From an optimization exercise on the open Yosys and OpenROAD flow, aimed at small area, a short achievable clock period and few clock cycles per item; shortcuts taken in it are not production practice.
In this exercise RTL edits were held to simulation tests only and were not proved equivalent to the original.
No activity file was given, so power comes from the tool's default toggle rates.

## flow/design.v (module list and top-level ports; edited modules follow where they fit)
// module control_fsm: 47 lines
// module processing_unit: 417 lines
// module max_pooling_layer_26x26: 10 lines
// module dense_rom: 1358 lines
// module dense_layer: 272 lines
// module cnn_top: 48 lines
module cnn_top(
    input clk,
    input reset,
    input start,
    output [9:0] img_addr,
    input  [7:0] img_pixel,
    output reg prediction,
    output reg done,
    output signed [31:0] score0,
    output signed [31:0] score1
);
  // ...
==> flow/flow/run.sh <==
#!/bin/bash
# The standard layout (standard.sh) with these make settings:
#  - timing repair aimed below the clock period: the resizer works on every
#    path with less than 11.75 ns of slack at the design's 16 ns clock;
#  - a clock tree without dummy loads: clkbuf_8 buffers, clusters of up to 18 sinks;
#  - half-adder cells added to the platform's don't-use list, so synthesis
#    extracts only full adders.
# Full tool output goes to standard.log (and ORFS's logs under orfs/logs).
bash standard.sh SETUP_SLACK_MARGIN=11.75 \
  "CTS_ARGS=-sink_clustering_enable -repair_clock_nets -dont_use_dummy_load -buf_list sky130_fd_sc_hd__clkbuf_8 -root_buf sky130_fd_sc_hd__clkbuf_16 -sink_clustering_size 18 -sink_clustering_max_diameter 60" \
  "DONT_USE_CELLS=sky130_fd_sc_hd__probe_p_8 sky130_fd_sc_hd__probec_p_8 sky130_fd_sc_hd__lpflow_bleeder_1 sky130_fd_sc_hd__lpflow_clkbufkapwr_1 sky130_fd_sc_hd__lpflow_clkbufkapwr_16 sky130_fd_sc_hd__lpflow_clkbufkapwr_2 sky130_fd_sc_hd__lpflow_clkbufkapwr_4 sky130_fd_sc_hd__lpflow_clkbufkapwr_8 sky130_fd_sc_hd__lpflow_clkinvkapwr_1 sky130_fd_sc_hd__lpflow_clkinvkapwr_16 sky130_fd_sc_hd__lpflow_clkinvkapwr_2 sky130_fd_sc_hd__lpflow_clkinvkapwr_4 sky130_fd_sc_hd__lpflow_clkinvkapwr_8 sky130_fd_sc_hd__lpflow_decapkapwr_12 sky130_fd_sc_hd__lpflow_decapkapwr_3 sky130_fd_sc_hd__lpflow_decapkapwr_4 sky130_fd_sc_hd__lpflow_decapkapwr_6 sky130_fd_sc_hd__lpflow_decapkapwr_8 sky130_fd_sc_hd__lpflow_inputiso0n_1 sky130_fd_sc_hd__lpflow_inputiso0p_1 sky130_fd_sc_hd__lpflow_inputiso1n_1 sky130_fd_sc_hd__lpflow_inputiso1p_1 sky130_fd_sc_hd__lpflow_inputisolatch_1 sky130_fd_sc_hd__lpflow_isobufsrc_1 sky130_fd_sc_hd__lpflow_isobufsrc_16 sky130_fd_sc_hd__lpflow_isobufsrc_2 sky130_fd_sc_hd__lpflow_isobufsrc_4 sky130_fd_sc_hd__lpflow_isobufsrc_8 sky130_fd_sc_hd__lpflow_isobufsrckapwr_16 sky130_fd_sc_hd__lpflow_lsbuf_lh_hl_isowell_tap_1 sky130_fd_sc_hd__lpflow_lsbuf_lh_hl_isowell_tap_2 sky130_fd_sc_hd__lpflow_lsbuf_lh_hl_isowell_tap_4 sky130_fd_sc_hd__lpflow_lsbuf_lh_isowell_4 sky130_fd_sc_hd__lpflow_lsbuf_lh_isowell_tap_1 sky130_fd_sc_hd__lpflow_lsbuf_lh_isowell_tap_2 sky130_fd_sc_hd__lpflow_lsbuf_lh_isowell_tap_4 sky130_fd_sc_hd__ha_1 sky130_fd_sc_hd__ha_2 sky130_fd_sc_hd__ha_4" \
  finish > standard.log 2>&1
==> flow/standard.sh <==
#!/bin/bash
# synth_recipe.tcl (not shown) runs the flow's synth.tcl, then flattens the netlist and writes it again
# the make line also repeats each setting of config.mk as NAME=value (left out here)
make -C /OpenROAD-flow-scripts/flow DESIGN_CONFIG=/design/flow/config.mk WORK_HOME=/design/flow/orfs CLKGATE_MAP_FILE= SYNTH_SCRIPT=/design/flow/synth_recipe.tcl "${@:-finish}"
==> flow/config.mk <==
export PLATFORM = sky130hd
export DESIGN_NAME = cnn_top
export DESIGN_NICKNAME = cnn_top
export VERILOG_FILES = /design/flow/design.v
export SDC_FILE = /design/flow/constraint.sdc
export NUM_CORES = 8
export LEC_CHECK = 0
export ABC_AREA = 1
export CAP_MARGIN = 20
export CORE_MARGIN = 2
export CORE_UTILIZATION = 40
export PLACE_DENSITY = 0.6
export SLEW_MARGIN = 20
export SYNTH_MEMORY_MAX_BITS = 65536
==> flow/constraint.sdc <==
create_clock -name core_clock -period 16.0 [get_ports {clk}]
set_input_delay 3.2000 -clock core_clock [delete_from_list [all_inputs] [get_ports {clk}]]
set_output_delay 3.2000 -clock core_clock [all_outputs]
set_load 0.01 [all_outputs]
==> key figures, run 1 <==
Outcome
  • Outcome: timing/DRC/antenna clean

Drt
  • Max Used Layer: met4
  • 1st-pass router iterations: 9
  • Drt via density: roughly 5.2

GRT
  • Global-route wire length before repair: roughly 100 mm
  • GRT Total Usage: 0.263

Layout
  • Sequential cells: between 400 and 500
  • Buffering overhead: 0.0543
  • Seq area share: 0.378
  • Inverters: around 470
  • Multi-input gate share of the layout cell area: 0.431
  • Cell class with the largest area share: multi-input gates
  • Leading cell type in the layout, fill and taps excluded: inv_1
  • Fillers: just over 5000

Worst setup path
  • CP Data Arrival Time: around 1100 ps
  • CP Capture Point: score1[28]
  • CP max stage delay: between 400 and 500 ps
  • Max stage delay cell, worst path: dfxtp_4

Logic synthesis
  • Area share of xor/xnor cells in the synthesized design: 0.0385
  • Post-synthesis simple-gate area fraction: 0.148
  • List of most frequent post-synthesis cells: inv_1, dfxtp_1, nand2_1
  • Synth Net Count: between 2000 and 3000
  • Most common cell in the netlist: inv_1
  • Multiplexer share of the synthesized area: 0.00459

CTS
  • Num CTS Buffers: 38
  • CTS Hold Buffers Added: 0
  • CTS tree: yes

Placement
  • Placed insts: 3077

Pwr
  • Clock Power Share: 0.165
  • Combinational Power: ~0.0015 W
  • Sequential power share: 0.396

Hold path
  • Hold path depth: 0
  • Min-Delay Path Class: reg -> reg

Timing
  • Fmax: 234 MHz

Die
  • Starting Density: 0.404
Testbench counts, summed over its fixed seeds: cycles 32,760, items 36.
==> run 2, diff against run 1 <==
==> flow/flow/run.sh (replaced) <==
#!/bin/bash
# The standard layout (standard.sh) with these make settings:
#  - timing repair aimed below the clock period: the resizer works on every
#    path with less than 11.7 ns of slack at the design's 16 ns clock;
#  - a clock tree without dummy loads: clkbuf_8 buffers, clusters of up to 18 sinks;
#  - half-adder cells added to the platform's don't-use list, so synthesis
#    extracts only full adders.
# Full tool output goes to standard.log (and ORFS's logs under orfs/logs).
bash standard.sh SETUP_SLACK_MARGIN=11.7 \
  "CTS_ARGS=-sink_clustering_enable -repair_clock_nets -dont_use_dummy_load -buf_list sky130_fd_sc_hd__clkbuf_8 -root_buf sky130_fd_sc_hd__clkbuf_16 -sink_clustering_size 18 -sink_clustering_max_diameter 60" \
  "DONT_USE_CELLS=sky130_fd_sc_hd__probe_p_8 sky130_fd_sc_hd__probec_p_8 sky130_fd_sc_hd__lpflow_bleeder_1 sky130_fd_sc_hd__lpflow_clkbufkapwr_1 sky130_fd_sc_hd__lpflow_clkbufkapwr_16 sky130_fd_sc_hd__lpflow_clkbufkapwr_2 sky130_fd_sc_hd__lpflow_clkbufkapwr_4 sky130_fd_sc_hd__lpflow_clkbufkapwr_8 sky130_fd_sc_hd__lpflow_clkinvkapwr_1 sky130_fd_sc_hd__lpflow_clkinvkapwr_16 sky130_fd_sc_hd__lpflow_clkinvkapwr_2 sky130_fd_sc_hd__lpflow_clkinvkapwr_4 sky130_fd_sc_hd__lpflow_clkinvkapwr_8 sky130_fd_sc_hd__lpflow_decapkapwr_12 sky130_fd_sc_hd__lpflow_decapkapwr_3 sky130_fd_sc_hd__lpflow_decapkapwr_4 sky130_fd_sc_hd__lpflow_decapkapwr_6 sky130_fd_sc_hd__lpflow_decapkapwr_8 sky130_fd_sc_hd__lpflow_inputiso0n_1 sky130_fd_sc_hd__lpflow_inputiso0p_1 sky130_fd_sc_hd__lpflow_inputiso1n_1 sky130_fd_sc_hd__lpflow_inputiso1p_1 sky130_fd_sc_hd__lpflow_inputisolatch_1 sky130_fd_sc_hd__lpflow_isobufsrc_1 sky130_fd_sc_hd__lpflow_isobufsrc_16 sky130_fd_sc_hd__lpflow_isobufsrc_2 sky130_fd_sc_hd__lpflow_isobufsrc_4 sky130_fd_sc_hd__lpflow_isobufsrc_8 sky130_fd_sc_hd__lpflow_isobufsrckapwr_16 sky130_fd_sc_hd__lpflow_lsbuf_lh_hl_isowell_tap_1 sky130_fd_sc_hd__lpflow_lsbuf_lh_hl_isowell_tap_2 sky130_fd_sc_hd__lpflow_lsbuf_lh_hl_isowell_tap_4 sky130_fd_sc_hd__lpflow_lsbuf_lh_isowell_4 sky130_fd_sc_hd__lpflow_lsbuf_lh_isowell_tap_1 sky130_fd_sc_hd__lpflow_lsbuf_lh_isowell_tap_2 sky130_fd_sc_hd__lpflow_lsbuf_lh_isowell_tap_4 sky130_fd_sc_hd__ha_1 sky130_fd_sc_hd__ha_2 sky130_fd_sc_hd__ha_4" \
  finish > standard.log 2>&1
==> run 2 against run 1 <==
Against the previous run: via count increased by 0.15%; global-route usage about the same; sequential share of layout area is 0.35 points higher; largest cell class unchanged; core utilization is 0.45 points lower; largest power group unchanged; final area fell by 1.0%; count of clock-buffer cells in the layout unchanged; still clean; synthesized area unchanged; highest routed layer unchanged; clock power hardly changed; worst hold slack better by 1.2 ps; combinational power hardly changed; critical path depth unchanged; non-clock buffer count decreased by 4.
==> key figures, run 2 <==
Drt
  • DR vias: 16500
  • 1st-pass router iterations: 7 (-2)
  • Total Wirelength: slightly below 70 mm
  • ANT nets after route: 0
  • Drt via density: 5.22 (+0.28%)
  • DRC viols: 0
  • DR iter-0 viols: approximately 1400
  • Wire per inst: 22.0 um

Worst setup path
  • Setup crit start kind: register
  • Worst Reg-to-Reg Cells: 14
  • Worst setup EP type: primary output
  • Reg2Reg Setup Slack: approximately 12000 ps
  • Max stage delay cell, worst path: dfxtp_4
  • RR Endpoint: DENSE.dig0[0]
  • CP delay by family, top: flip-flops
  • Critical path, cell by cell: buf_6
  • Crit path buf inv count: 1
  • Worst R2R Start: SEQ.i[2]
  • CP Data Arrival Time: 1080 ps (about the same)
  • CP Data Required Time: between 10000 and 15000 ps
  • Crit Path Max Fanout: 7
  • CP Class: reg -> out
  • CP max stage delay: 420 ps (about the same)

Logic synthesis
  • FF+latch count, synth: approximately 420
  • Post-Syn Area: ~21000 sq um
  • Syn Inst Count: about 2400
  • Most common cell in the netlist: inv_1
  • Number of flops mapped to enable cells by yosys: 16
  • FFs w/ async S/R, synth: 0.00709
  • Primary FF master, synth: dfxtp_1
  • Post-synth top area cell: dfxtp_1
  • Warnings, synthesis: 6
  • Sequential element share of the synthesized area: 0.417
  • List of most frequent post-synthesis cells: inv_1, dfxtp_1, nand2_1
  • Post-synthesis cell type count: 66
  • Synth Net Count: 2559 (unchanged)
  • Mean Syn Cell Area: 8.77 sq um
  • Synth area leaders: dfxtp_1, fa_1, inv_1
  • Top-area cell type share of the netlist area: 0.390

Timing
  • Fmax: 234 MHz (about the same)
  • Worst Skew: between 90 and 100 ps
  • Unrepaired setup endpoints after global routing: true
  • Total Neg Setup Slack: 0 ps
  • Max Slew Vio Count: 0
  • Worst-margin pin slew: about 950 ps
  • Fin crit period: between 4000 and 5000 ps
  • Slew headroom: 0.360
  • Final Hold Fails: 0
  • Final setup violation count: 0
  • Post-route clock period utilization: 0.267

GRT
  • GRT Total Usage: 0.263 (about the same)
  • Number of global-route vias before repair: around 17000
  • Initial antenna violation count: 0
  • Pin count of the biggest net entering global routing: roughly 60
  • Global-route wire length before repair: 105 mm (+0.13%)
  • Total gr overflow: 0

Layout
  • Finished Layout Cells: 3165
  • Regs by FF count: CONV.d x224, DENSE.acc0 x28, DENSE.acc1 x28
  • Area Overhead vs Synth: 11.2%
  • Fin util: 0.449
  • Fillers: 5143 (+0.67%)
  • Post-layout instance area: roughly 23000 sq um
  • Leading cell type in the layout, fill and taps excluded: inv_1
  • Biggest register: CONV.d
  • Layout cells sized above 1: 0.126
  • Ant diodes: 0
  • Layout Nets: between 2000 and 3000
  • Most frequent cells in the layout: inv_1, dfxtp_1, nand2_1
  • Largest register FFs: about 220

CTS
  • Num CTS Buffers: 38 (unchanged)
  • Clock latency at the later pin of the worst-skew pair: around 550 ps
  • H-tree Lvls: 2
  • CTS Hold Buffers Added: 0 (unchanged)
  • Max Root-Sink Buffers: 3
  • CTS Root Cell: clkbuf_16
  • CTS tree: yes
  • CTS sink cnt: between 400 and 500
  • Clk slew on worst S/H paths: 80 ps

Pwr
  • Total power: 0.00342 W
  • Leakage: around 11 nW
  • Pwr dens: around 150 nW/um^2
  • Max VDD drop: roughly 0.00013 V

Die
  • Die X: roughly 230 um
  • Full die area: about 54000 sq um
  • Row Count: between 80 and 90
  • Starting Density: 0.404 (unchanged)
  • Die extent in y: 232 um
  • Core Footprint: between 50000 and 60000 sq um
  • I/O pin cnt: between 80 and 90

Placement
  • HPWL after DPL: ~53 mm
  • Placer's final routability congestion estimate: approximately 1.1
  • IO Port Bufs: 86
  • Placed Area: 22300 sq um
  • Placed insts: 3077 (unchanged)

Outcome
  • Outcome: timing/DRC/antenna clean

Hold path
  • Hold path depth: 0 (unchanged)
  • Hold Path Origin: CONV.d[1][3]
  • Min-Delay Path Class: reg -> reg
  • WHS Endpoint: CONV.d[2][3]

Flow run
  • Max-Cap Viols: 0
==> run 2: cells by family after synthesis <==
logic type      share of synthesized area
simple gates                        0.148
buf+inv                            0.0998
flops                               0.417
compound gates                      0.110
fa+ha+maj                           0.181
xor+xnor                           0.0385
mux                               0.00459
==> run 2: final cells by class <==
type | count | area [sq um] | area share
Timing Repair Buffer | 154 | 1040 | 0.0453
Sequential cell | 423 | 8780 | 0.381
Clock buffer | 38 | 579 | 0.0252
Multi-Input combinational cell | 1405 | 10000 | 0.435
Inverter | 465 | 1750 | 0.0758
Tap cell | 680 | 851 | 0.0369
==> run 2: stage by stage <==
stage / hold WS (ps) / worst slack (ps)
3_5_place_dp: 312 / 11690
6_report: 286 / 11720
5_1_grt: 293 / 11480
2_1_floorplan: 310 / 12120
3_3_place_gp: 310 / 11710
4_1_cts: 291 / 11650
==> run 2: layer usage <==
layer | part of all wire | up-vias | wire, um | GRT usage
li1 | - | 7589 | - | -
met1 | 0.43 | 8047 | 30100 | 0.354
met2 | 0.44 | 728 | 30500 | 0.410
met3 | 0.082 | 171 | 5730 | 0.0551
met4 | 0.046 | 0 | 3220 | 0.112
met5 | 0 | - | 0 | 0
==> run 2: timing repair <==
action / in CTS / in global routing
setup buffers: 48 / 2
gates resized for setup: 386 / 15
setup endpoints to repair: 77 / 25
==> run 2: report_power, final <==
group	switching [W]	internal, W
clock network	0.000328	0.000241
logic	0.000866	0.000621
registers	0.0000905	0.00127
total	0.00128	0.00214
==> run 2: worst max-delay path by stage <==
stage | startpoint | end | slack [ps] | depth (start not counted)
after floorplan | DENSE.dig1[2] | DENSE.acc1[5] | 12120 | 11
after CTS | DENSE.acc1[27] | score1[28] | 11650 | 1
final | DENSE.acc1[27] | score1[28] | 11720 | 1
after global placement | SEQ.en | CONV.pc[9] | 11710 | 8
after detailed placement | CONV.d[0][3] | CONV.conv[15] | 11690 | 18
after global routing | CONV.d[0][3] | CONV.conv[15] | 11480 | 18

## static timing again, ports no longer ideal
In the flow no input, the clock included, has a driving cell. The finished layouts below were timed again as built, in two steps.
Step 1: set_driving_cell puts a clkbuf_16 on clk and a buf_2 on each other input, an assumption about the parent block.
Step 2 times the ports against the registers' clock, not the clock port: input delays grow and output delays shrink by t, the midpoint of the rising clock arrivals with the driver on.
Three values: ideal ports, drivers, drivers and shift; two values: the first two.
| run | t, ns | setup WS [ns] | worst setup path after step 2 | worst register clock-pin slew, ns |
|---|---|---|---|---|
| run 1 | 0.563 | 11.719 / 11.658 / 11.819 | register to register | 0.11 / 0.11 |
| run 2 | 0.561 | 11.722 / 11.660 / 11.840 | register to register | 0.11 / 0.11 |
After both steps every run listed still meets setup and hold.
